This design comes from an exercise in tuning for small area and a short achievable clock period on the open sky130 flow, not from production work. In this exercise RTL edits were held to simulation tests only and were not proved equivalent to the original.

## flow/design.v (module list and top-level ports; edited modules follow where they fit)
// module iir_filter: 953 lines
// module iir_fa: 4 lines
module iir_filter(
    input clk,
    input rst,
    input signed [11:0] signal_i,
    output signed [11:0] signal_o
    );
  // ...
==> flow/run.sh <==
#!/bin/bash
# synth_recipe.tcl (not shown) runs the flow's synth.tcl, then flattens the netlist and writes it again
# the make line also repeats each setting of config.mk as NAME=value (left out here)
make -C /OpenROAD-flow-scripts/flow DESIGN_CONFIG=/design/flow/config.mk WORK_HOME=/design/flow/orfs CLKGATE_MAP_FILE= SYNTH_SCRIPT=/design/flow/synth_recipe.tcl finish
==> flow/config.mk <==
export PLATFORM = sky130hd
export DESIGN_NAME = iir_filter
export DESIGN_NICKNAME = iir_filter
export VERILOG_FILES = /design/flow/design.v
export SDC_FILE = /design/flow/constraint.sdc
export NUM_CORES = 4
export LEC_CHECK = 0
export ABC_AREA = 1
export CAP_MARGIN = 20
export CORE_MARGIN = 2
export CORE_UTILIZATION = 40
export CTS_BUF_LIST = sky130_fd_sc_hd__clkbuf_4 sky130_fd_sc_hd__clkbuf_8
export PLACE_DENSITY = 0.6
export SLEW_MARGIN = 20
export SYNTH_HIERARCHICAL = 1
==> flow/constraint.sdc <==
create_clock -name core_clock -period 14.5 [get_ports {clk}]
set_input_delay 2.9000 -clock core_clock [delete_from_list [all_inputs] [get_ports {clk}]]
set_output_delay 2.9000 -clock core_clock [all_outputs]
set_load 0.01 [all_outputs]
==> results_dict.tcl, run 1 <==
set metrics [dict create \
    critPathMaxFanout 9 \
    cp-end-kind "flop" \
    crit_family "adder cells" \
    nWellTaps 585 \
    fin_crit_sh_pct 39.57 \
    critPathKind "reg2reg" \
    multi_input_area_share_pct 67.59 \
    synth_area_per_cell_um2 11.81 \
    synth_top_area_share_pct 44.53 \
    netlist_area_um2 17530 \
    overflow 0 \
    seq_cells 159 \
    synth_compound_area_share_pct 5.888 \
    grtUsageMet2_pct 30.19 \
    skew_ps 20.40 \
    path_buf_inv 2 \
    crit_path_cell_trace "fa_1 -> fa_1 -> fa_1 -> ha_1 -> nand2_2 -> nor2_2 -> inv_2 -> o21ai_1 -> a31oi_1 -> xnor2_1 -> fa_1 -> ha_1 -> nand2_1 -> nor4_1 -> nand2_1 -> nand2_2 -> inv_1 -> nor2_2 -> nand3_2 -> nand2_1 -> nand2_1" \
    met2_length_mm 19.45 \
    final_common_cell "fa_1" \
    antenna_found_initial 0 \
    cts.htree.levels 4 \
    status "no timing/DRC/antenna violations" \
    place_congestion 1.042 \
    hp-start "x3[3]" \
    ctsHoldBuffers 0 \
    placed_cells 2098 \
    dieWidth_um 213.4 \
    setup_slack_ps 8763 \
    seqCellArea_um2 3956 \
]
==> run 2, diff against run 1 <==
--- a/flow/design.v
+++ b/flow/design.v
@@ -2,97 +2,98 @@
     input clk,
     input rst,
     input signed [11:0] signal_i,
     output signed [11:0] signal_o
     );
 reg [11:0] y0, y1, y2, y3;    
 reg [11:0] x1, x2, x3, x4;    
 reg [20:0] q, r, s;
+reg [11:0] x1w;    
 wire ws_1, ws_2;
-iir_fa u_ws_1 (.a(x1[1]), .b(x1[8]), .c(y0[0]), .s(ws_1), .co(ws_2));
+iir_fa u_ws_1 (.a(y0[0]), .b(y0[4]), .c(q[8]), .s(ws_1), .co(ws_2));
 wire ws_3, ws_4;
-iir_fa u_ws_3 (.a(x1[2]), .b(x1[9]), .c(y0[1]), .s(ws_3), .co(ws_4));
+iir_fa u_ws_3 (.a(y0[1]), .b(y0[5]), .c(q[9]), .s(ws_3), .co(ws_4));
 wire ws_5, ws_6;
-iir_fa u_ws_5 (.a(x1[3]), .b(x1[10]), .c(y0[2]), .s(ws_5), .co(ws_6));
+iir_fa u_ws_5 (.a(y0[2]), .b(y0[6]), .c(q[10]), .s(ws_5), .co(ws_6));
 wire ws_7, ws_8;
-iir_fa u_ws_7 (.a(x1[4]), .b(x1[11]), .c(y0[3]), .s(ws_7), .co(ws_8));
+iir_fa u_ws_7 (.a(y0[3]), .b(y0[7]), .c(q[11]), .s(ws_7), .co(ws_8));
 wire ws_9, ws_10;
-iir_fa u_ws_9 (.a(x1[5]), .b(y0[4]), .c(y0[8]), .s(ws_9), .co(ws_10));
+iir_fa u_ws_9 (.a(y0[4]), .b(y0[8]), .c(q[12]), .s(ws_9), .co(ws_10));
 wire ws_11, ws_12;
-iir_fa u_ws_11 (.a(x1[6]), .b(y0[5]), .c(y0[9]), .s(ws_11), .co(ws_12));
+iir_fa u_ws_11 (.a(y0[5]), .b(y0[9]), .c(q[13]), .s(ws_11), .co(ws_12));
 wire ws_13, ws_14;
-iir_fa u_ws_13 (.a(x1[7]), .b(y0[6]), .c(y0[10]), .s(ws_13), .co(ws_14));
+iir_fa u_ws_13 (.a(y0[6]), .b(y0[10]), .c(q[14]), .s(ws_13), .co(ws_14));
 wire ws_15, ws_16;
-iir_fa u_ws_15 (.a(x1[8]), .b(y0[7]), .c(y0[11]), .s(ws_15), .co(ws_16));
+iir_fa u_ws_15 (.a(y0[7]), .b(y0[11]), .c(q[15]), .s(ws_15), .co(ws_16));
 wire ws_17, ws_18;
-iir_fa u_ws_17 (.a(x1[0]), .b(x1[7]), .c(y0[3]), .s(ws_17), .co(ws_18));
+iir_fa u_ws_17 (.a(y0[3]), .b(q[7]), .c(~x1w[0]), .s(ws_17), .co(ws_18));
 wire ws_19, ws_20;
-iir_fa u_ws_19 (.a(y0[4]), .b(q[8]), .c(ws_1), .s(ws_19), .co(ws_20));
+iir_fa u_ws_19 (.a(x1w[1]), .b(x1w[8]), .c(~ws_1), .s(ws_19), .co(ws_20));
 wire ws_21, ws_22;
-iir_fa u_ws_21 (.a(y0[5]), .b(q[9]), .c(ws_2), .s(ws_21), .co(ws_22));
+iir_fa u_ws_21 (.a(x1w[2]), .b(x1w[9]), .c(~ws_2), .s(ws_21), .co(ws_22));
 wire ws_23, ws_24;
-iir_fa u_ws_23 (.a(y0[6]), .b(q[10]), .c(ws_4), .s(ws_23), .co(ws_24));
+iir_fa u_ws_23 (.a(x1w[3]), .b(x1w[10]), .c(~ws_4), .s(ws_23), .co(ws_24));
 wire ws_25, ws_26;
-iir_fa u_ws_25 (.a(y0[7]), .b(q[11]), .c(ws_6), .s(ws_25), .co(ws_26));
+iir_fa u_ws_25 (.a(x1w[4]), .b(x1w[11]), .c(~ws_6), .s(ws_25), .co(ws_26));
 wire ws_27, ws_28;
-iir_fa u_ws_27 (.a(q[12]), .b(ws_8), .c(ws_9), .s(ws_27), .co(ws_28));
+iir_fa u_ws_27 (.a(~x1w[5]), .b(ws_8), .c(ws_9), .s(ws_27), .co(ws_28));
 wire ws_29, ws_30;
-iir_fa u_ws_29 (.a(q[13]), .b(ws_10), .c(ws_11), .s(ws_29), .co(ws_30));
+iir_fa u_ws_29 (.a(~x1w[6]), .b(ws_10), .c(ws_11), .s(ws_29), .co(ws_30));
 wire ws_31, ws_32;
-iir_fa u_ws_31 (.a(q[14]), .b(ws_12), .c(ws_13), .s(ws_31), .co(ws_32));
+iir_fa u_ws_31 (.a(~x1w[7]), .b(ws_12), .c(ws_13), .s(ws_31), .co(ws_32));
 wire ws_33, ws_34;
-iir_fa u_ws_33 (.a(q[15]), .b(ws_14), .c(ws_15), .s(ws_33), .co(ws_34));
+iir_fa u_ws_33 (.a(~x1w[8]), .b(ws_14), .c(ws_15), .s(ws_33), .co(ws_34));
 wire ws_35, ws_36;
-iir_fa u_ws_35 (.a(x1[9]), .b(y0[8]), .c(q[16]), .s(ws_35), .co(ws_36));
+iir_fa u_ws_35 (.a(y0[8]), .b(q[16]), .c(ws_16), .s(ws_35), .co(ws_36));
 wire ws_37, ws_38;
-iir_fa u_ws_37 (.a(x1[10]), .b(y0[9]), .c(q[17]), .s(ws_37), .co(ws_38));
+iir_fa u_ws_37 (.a(y0[9]), .b(q[17]), .c(~x1w[10]), .s(ws_37), .co(ws_38));
 wire ws_39, ws_40;
-iir_fa u_ws_39 (.a(x1[11]), .b(y0[10]), .c(q[18]), .s(ws_39), .co(ws_40));
+iir_fa u_ws_39 (.a(y0[10]), .b(q[18]), .c(~x1w[11]), .s(ws_39), .co(ws_40));
 wire ws_41, ws_42;
-iir_fa u_ws_41 (.a(x1[4]), .b(y0[0]), .c(q[4]), .s(ws_41), .co(ws_42));
+iir_fa u_ws_41 (.a(y0[0]), .b(q[4]), .c(~x1w[4]), .s(ws_41), .co(ws_42));
 wire ws_43, ws_44;
-iir_fa u_ws_43 (.a(x1[5]), .b(y0[1]), .c(q[5]), .s(ws_43), .co(ws_44));
+iir_fa u_ws_43 (.a(y0[1]), .b(q[5]), .c(~x1w[5]), .s(ws_43), .co(ws_44));
 wire ws_45, ws_46;
-iir_fa u_ws_45 (.a(x1[6]), .b(y0[2]), .c(q[6]), .s(ws_45), .co(ws_46));
+iir_fa u_ws_45 (.a(y0[2]), .b(q[6]), .c(~x1w[6]), .s(ws_45), .co(ws_46));
 wire ws_47, ws_48;
-assign ws_47 = q[7] ^ ws_17;
-assign ws_48 = q[7] & ws_17;
+assign ws_47 = ws_17 ^ ~x1w[7];
+assign ws_48 = ws_17 & ~x1w[7];
 wire ws_49, ws_50;
-assign ws_49 = ws_18 ^ ws_19;
-assign ws_50 = ws_18 & ws_19;
+assign ws_49 = ws_18 ^ ~ws_19;
+assign ws_50 = ws_18 & ~ws_19;
 wire ws_51, ws_52;
-iir_fa u_ws_51 (.a(ws_3), .b(ws_20), .c(ws_21), .s(ws_51), .co(ws_52));
+iir_fa u_ws_51 (.a(~ws_3), .b(ws_20), .c(ws_21), .s(ws_51), .co(ws_52));
 wire ws_53, ws_54;
-iir_fa u_ws_53 (.a(ws_5), .b(ws_22), .c(ws_23), .s(ws_53), .co(ws_54));
+iir_fa u_ws_53 (.a(~ws_5), .b(ws_22), .c(ws_23), .s(ws_53), .co(ws_54));
 wire ws_55, ws_56;
-iir_fa u_ws_55 (.a(ws_7), .b(ws_24), .c(ws_25), .s(ws_55), .co(ws_56));
+iir_fa u_ws_55 (.a(~ws_7), .b(ws_24), .c(ws_25), .s(ws_55), .co(ws_56));
 wire ws_57, ws_58;
-assign ws_57 = ws_26 ^ ws_27;
-assign ws_58 = ws_26 & ws_27;
+assign ws_57 = ws_27 ^ ~ws_26;
+assign ws_58 = ws_27 & ~ws_26;
 wire ws_59, ws_60;
 assign ws_59 = ws_28 ^ ws_29;
 assign ws_60 = ws_28 & ws_29;
 wire ws_61, ws_62;
 assign ws_61 = ws_30 ^ ws_31;
 assign ws_62 = ws_30 & ws_31;
 wire ws_63, ws_64;
 assign ws_63 = ws_32 ^ ws_33;
 assign ws_64 = ws_32 & ws_33;
 wire ws_65, ws_66;
-iir_fa u_ws_65 (.a(ws_16), .b(ws_34), .c(ws_35), .s(ws_65), .co(ws_66));
+iir_fa u_ws_65 (.a(~x1w[9]), .b(ws_34), .c(ws_35), .s(ws_65), .co(ws_66));
 wire ws_67, ws_68;
 assign ws_67 = ws_36 ^ ws_37;
 assign ws_68 = ws_36 & ws_37;
 wire ws_69, ws_70;
 assign ws_69 = ws_38 ^ ws_39;
 assign ws_70 = ws_38 & ws_39;
 wire ws_71, ws_72;
 iir_fa u_ws_71 (.a(y0[11]), .b(q[19]), .c(ws_40), .s(ws_71), .co(ws_72));
-wire [20:0] w = {ws_72, ws_70, ws_68, ws_66, ws_64, ws_62, ws_60, ws_58, ws_56, ws_54, ws_52, ws_50, ws_48, ws_46, ws_44, ws_42, ws_41, x1[3], x1[2], x1[1], x1[0]} + {q[20], ws_71, ws_69, ws_67, ws_65, ws_63, ws_61, ws_59, ws_57, ws_55, ws_53, ws_51, ws_49, ws_47, ws_45, ws_43, 1'b0, q[3], q[2], q[1], q[0]};
+wire [20:0] w = {ws_72, ws_70, ws_68, ws_66, ws_64, ws_62, ws_60, ws_58, ~ws_56, ~ws_54, ~ws_52, ws_50, ws_48, ws_46, ws_44, ws_42, ws_41, q[3], q[2], q[1], q[0]} + {q[20], ws_71, ws_69, ws_67, ws_65, ws_63, ws_61, ws_59, ws_57, ~ws_55, ~ws_53, ~ws_51, ws_49, ws_47, ws_45, ws_43, 1'b0, ~x1w[3], ~x1w[2], ~x1w[1], ~x1w[0]};
 wire ys_1, ys_2;
 iir_fa u_ys_1 (.a(signal_i[0]), .b(signal_i[1]), .c(signal_i[3]), .s(ys_1), .co(ys_2));
 wire ys_3, ys_4;
 iir_fa u_ys_3 (.a(signal_i[1]), .b(signal_i[2]), .c(signal_i[4]), .s(ys_3), .co(ys_4));
 wire ys_5, ys_6;
 iir_fa u_ys_5 (.a(signal_i[2]), .b(signal_i[3]), .c(signal_i[5]), .s(ys_5), .co(ys_6));
 wire ys_7, ys_8;
 iir_fa u_ys_7 (.a(signal_i[3]), .b(signal_i[4]), .c(signal_i[6]), .s(ys_7), .co(ys_8));
@@ -935,21 +936,22 @@
 assign ss_250 = ss_212 & ss_213;
 wire ss_251, ss_252;
 assign ss_251 = x2[10] ^ ss_214;
 assign ss_252 = x2[10] & ss_214;
 wire [20:0] sn = {1'b0, ss_252, ss_250, ss_248, ss_246, ss_244, ss_242, ss_240, ss_238, ss_236, ss_234, ss_232, ss_230, ss_228, ss_226, ss_224, ss_222, ss_220, ss_218, ss_216, ss_215} + {1'b0, x2[11], ss_251, ss_249, ss_247, ss_245, ss_243, ss_241, ss_239, ss_237, ss_235, ss_233, ss_231, ss_229, ss_227, ss_225, ss_223, ss_221, ss_219, ss_217, 1'b0};
 always @(posedge clk or posedge rst) begin
     if (rst) begin
         y0 <= 12'h7ff; y1 <= 12'h7ff; y2 <= 12'h7ff; y3 <= 12'h7ff;
-        x1 <= 12'h800; x2 <= 12'h800; x3 <= 12'h800; x4 <= 12'h800;
+        x1 <= 12'h800; x2 <= 12'h800; x3 <= 12'h800; x4 <= 12'h800; x1w <= 12'h7ff;
         q <= 21'h12a910; r <= 21'h1936b8;
     end else begin
         y0 <= {ysum[20], ~ysum[19:9]}; y1 <= y0; y2 <= y1; y3 <= y2;
         x1 <= {~signal_i[11], signal_i[10:0]}; x2 <= x1; x3 <= x2; x4 <= x3;
+        x1w <= {signal_i[11], ~signal_i[10:0]};
         q <= qn; r <= rn;
     end
 end
 always @(posedge clk) s <= sn;
 assign signal_o = {y0[11], ~y0[10:0]};
 endmodule
 module iir_fa(input a, input b, input c, output s, output co);
 assign s = a ^ b ^ c;
==> results_dict.tcl, run 2 <==
set metrics [dict create \
    grt_pass1_wl_mm 71.86 \
    synthAdderAreaFrac_pct 53.08 \
    worstSetupStartpointType "input pin" \
    synthCells 1569 \
    status "no timing/DRC/antenna violations" \
    post-synth-top-area-cell "fa_1" \
    grt_max_degree 97 \
    cts_tree "yes" \
    antenna_found_initial 0 \
    tns_ps 0 \
    syn_nets 2113 \
    final_cell_mix "390 x fa_1, 247 x inv_1, 222 x nand2_1" \
    path_buf_inv 2 \
    synth.area.mux_share_pct 0 \
    setup_violations 0 \
    reg_top3 "q x21, r x21, s x21" \
    max_stage_delay_ps 680 \
    maxSlewViolCount 0 \
    overflow 0 \
    post-synth-top-count-cell "fa_1" \
    min_period_ps 5646 \
    place_congestion 0.9396 \
    ant_nets 0 \
    synth_commonest_cells "390 x fa_1, 248 x inv_1, 222 x nand2_1" \
    async_reset_ff_share_pct 87.72 \
    clock.fmax_mhz 177.1 \
    synth_compound_area_share_pct 5.495 \
    wl_mm 45.59 \
    ys_seq_area_share_pct 23.71 \
    dieWidth_um 216.2 \
    final_common_cell "fa_1" \
    drive_gt1_share_pct 8.549 \
    cp-end-kind "flop" \
    initial_utilization_pct 40.64 \
    diodes 0 \
    synth-seq-cells 171 \
    crit_family "adder cells" \
    synth_warnings 7 \
    clk_pin_slew_worst_paths_ps 100 \
    viasPerCell 5.117 \
    drt_iter0_markers 998 \
    cap_viol_max_count 0 \
    cts_buffer_depth 2 \
    crit_path_cell_trace "clkdlybuf4s50_1 -> fa_1 -> fa_1 -> ha_1 -> inv_1 -> nor2_1 -> a21boi_0 -> o21ai_0 -> nand3_1 -> nand2_1 -> nand2_1 -> nand2_1 -> nand2_1 -> nand2_1" \
    multiInputGateArea_um2 12800 \
    cts-resized-gates 0 \
    die_h_um 216.2 \
    io_pins 26 \
    cp_slowest_cell "clkdlybuf4s50_1" \
    synth_edf_count 0 \
    rsz0062_at_grt "false" \
    cts.htree.levels 4 \
    synth_area_per_cell_um2 11.48 \
    num-nets-final 2157 \
    gr-usage-all-layers_pct 21.03 \
    ctsHoldBuffers 0 \
    synthTopCellsByArea "fa_1 43%, dfstp_2 11%, dfrtp_1 10%" \
    grt_pass1_vias 12030 \
    slew_headroom_pct 37.04 \
    cts_num_sinks 171 \
    holdCritPathClass "reg2reg" \
    seqCellArea_um2 4270 \
    skew_ps 13.56 \
    placement_rows 77 \
    yosys.area_share.simple_pct 8.858 \
    cts_setup_buffers 0 \
    crit_arrival_ps 6120 \
    clk_latency_ps 530 \
    dieArea_um2 46740 \
    coreArea_um2 44320 \
    dr.pass1.iters 5 \
    clockRootBuffer "clkbuf_8" \
    synth_top_family_by_area "adder cells" \
    critPathKind "in2reg" \
    stdcell_count 2218 \
    cts_inserted_buffers 17 \
    area_growth_pct 7.878 \
    critPathMaxFanout 5 \
    tightest_slew_ps 944.3 \
    synth-main-ff-cell "dfstp_2" \
    fin_crit_sh_pct 38.94 \
    drc_errors 0 \
    port_buffers 25 \
    placed_cells 2186 \
    hold_violations 0 \
    num_vias 11350 \
    synth_cell_types 38 \
    cpMostUsedCell "nand2_1" \
    cp.required_ps 14980 \
    synth_xor_area_share_pct 3.647 \
    dpl.hpwl_mm 37.19 \
    fillers 4203 \
    wl_per_cell_um 20.55 \
    synth_top_area_share_pct 43.35 \
    netlist_area_um2 18010 \
]
run 2: path summary, 6_finish.rpt:
| path | end | depth (start not counted) | startpoint | slack [ps] |
|---|---|---|---|---|
| worst min register to register | x4[10] | 0 | x3[10] | 360 |
| max in group asynchronous | x2[7] | 3 | rst | 10260 |
| worst max register to register | y0[9] | 21 | y0[1] | 8970 |
| min in group asynchronous | x1[1] | 2 | rst | 2890 |
| worst max-delay path | y0[5] | 14 | signal_i[2] | 8850 |
| worst min-delay path | x4[10] | 0 | x3[10] | 360 |
run 2: logic make-up after synthesis:
family,after synthesis
xor+xnor,75
flops,171
compound gates,172
simple gates,372
fa+ha+maj,530
buf+inv,249
run 2: metal layers:
| metal | up-vias | share of wire (%) | global-route usage, % | wire length (µm) |
|---|---|---|---|---|
| met4 | 0 | 1.8 | 5.571 | 799 |
| met1 | 5979 | 47 | 31.54 | 21420 |
| met5 | - | 0 | 0 | 0 |
| li1 | 5025 | - | - | - |
| met2 | 312 | 45 | 30.92 | 20570 |
| met3 | 33 | 6.1 | 4.561 | 2800 |
run 2: final cells by class:
cell class / instances / area share (%)
Clock buffer: 18 / 1.275
Clock inverter: 14 / 0.9016
Inverter: 248 / 4.817
Multi-Input combinational cell: 1149 / 65.89
Sequential cell: 171 / 21.98
Tap cell: 592 / 3.812
Timing Repair Buffer: 26 / 1.327
run 2: per-stage QoR:
stage,hold WS [ps],area (µm²),utilization (%),setup WS [ps]
global route,366.7,19430,43.84,8663
floorplan,331.2,18010,-,7691
finish,356.1,19430,43.84,8854
detailed placement,334.7,19010,42.89,8315
CTS,358.9,19430,43.84,8896
global placement,331.9,19010,42.89,8326
run 2: worst reg2reg max path: cells and delay by family, from the launching register on:
family | cells | cell delay (ps)
AO/OA/AOI/OAI | 5 | 1020
AND/OR/NAND/NOR | 5 | 480
buffers and inverters | 4 | 250
XOR/XNOR | 1 | 410
adder cells (fa/ha/maj) | 6 | 2460
flip-flops | 1 | 840
run 2: Yosys stat by module (local to each module, per instance):
module      flip-flops and latches  cells inside  copies in the design  cell area (µm²)
iir_fa                           0             1                   386            20.02
iir_filter                     171          1183                     1            10280

-- separate check: timing with driven ports --
How much do the figures lean on ideal ports? The routed layouts below were timed once more, with nothing changed but the port constraints. Step 1 sets driving cells, clkbuf_16 on the clock port and buf_2 on the other inputs (assumed; they add their load-dependent delay and slew). Step 2 also shifts input and output timing later by t, the mid clock arrival at the registers, as if the neighbouring blocks saw the same clock. Slacks: ideal / step 1 / step 2; pairs: ideal / step 1.
run | shift t [ns] | setup slack, ns | clock arrival spread, ns
run 1 | 0.540 | 8.763 / 8.763 / 8.454 | 0.023 / 0.023
run 2 | 0.571 | 8.854 / 8.861 / 8.290 | 0.014 / 0.014
After both steps every run listed still meets setup and hold. For run 2, which loses most, drivers alone change the setup slack by +0.007 ns; drivers and shift together by -0.564 ns.
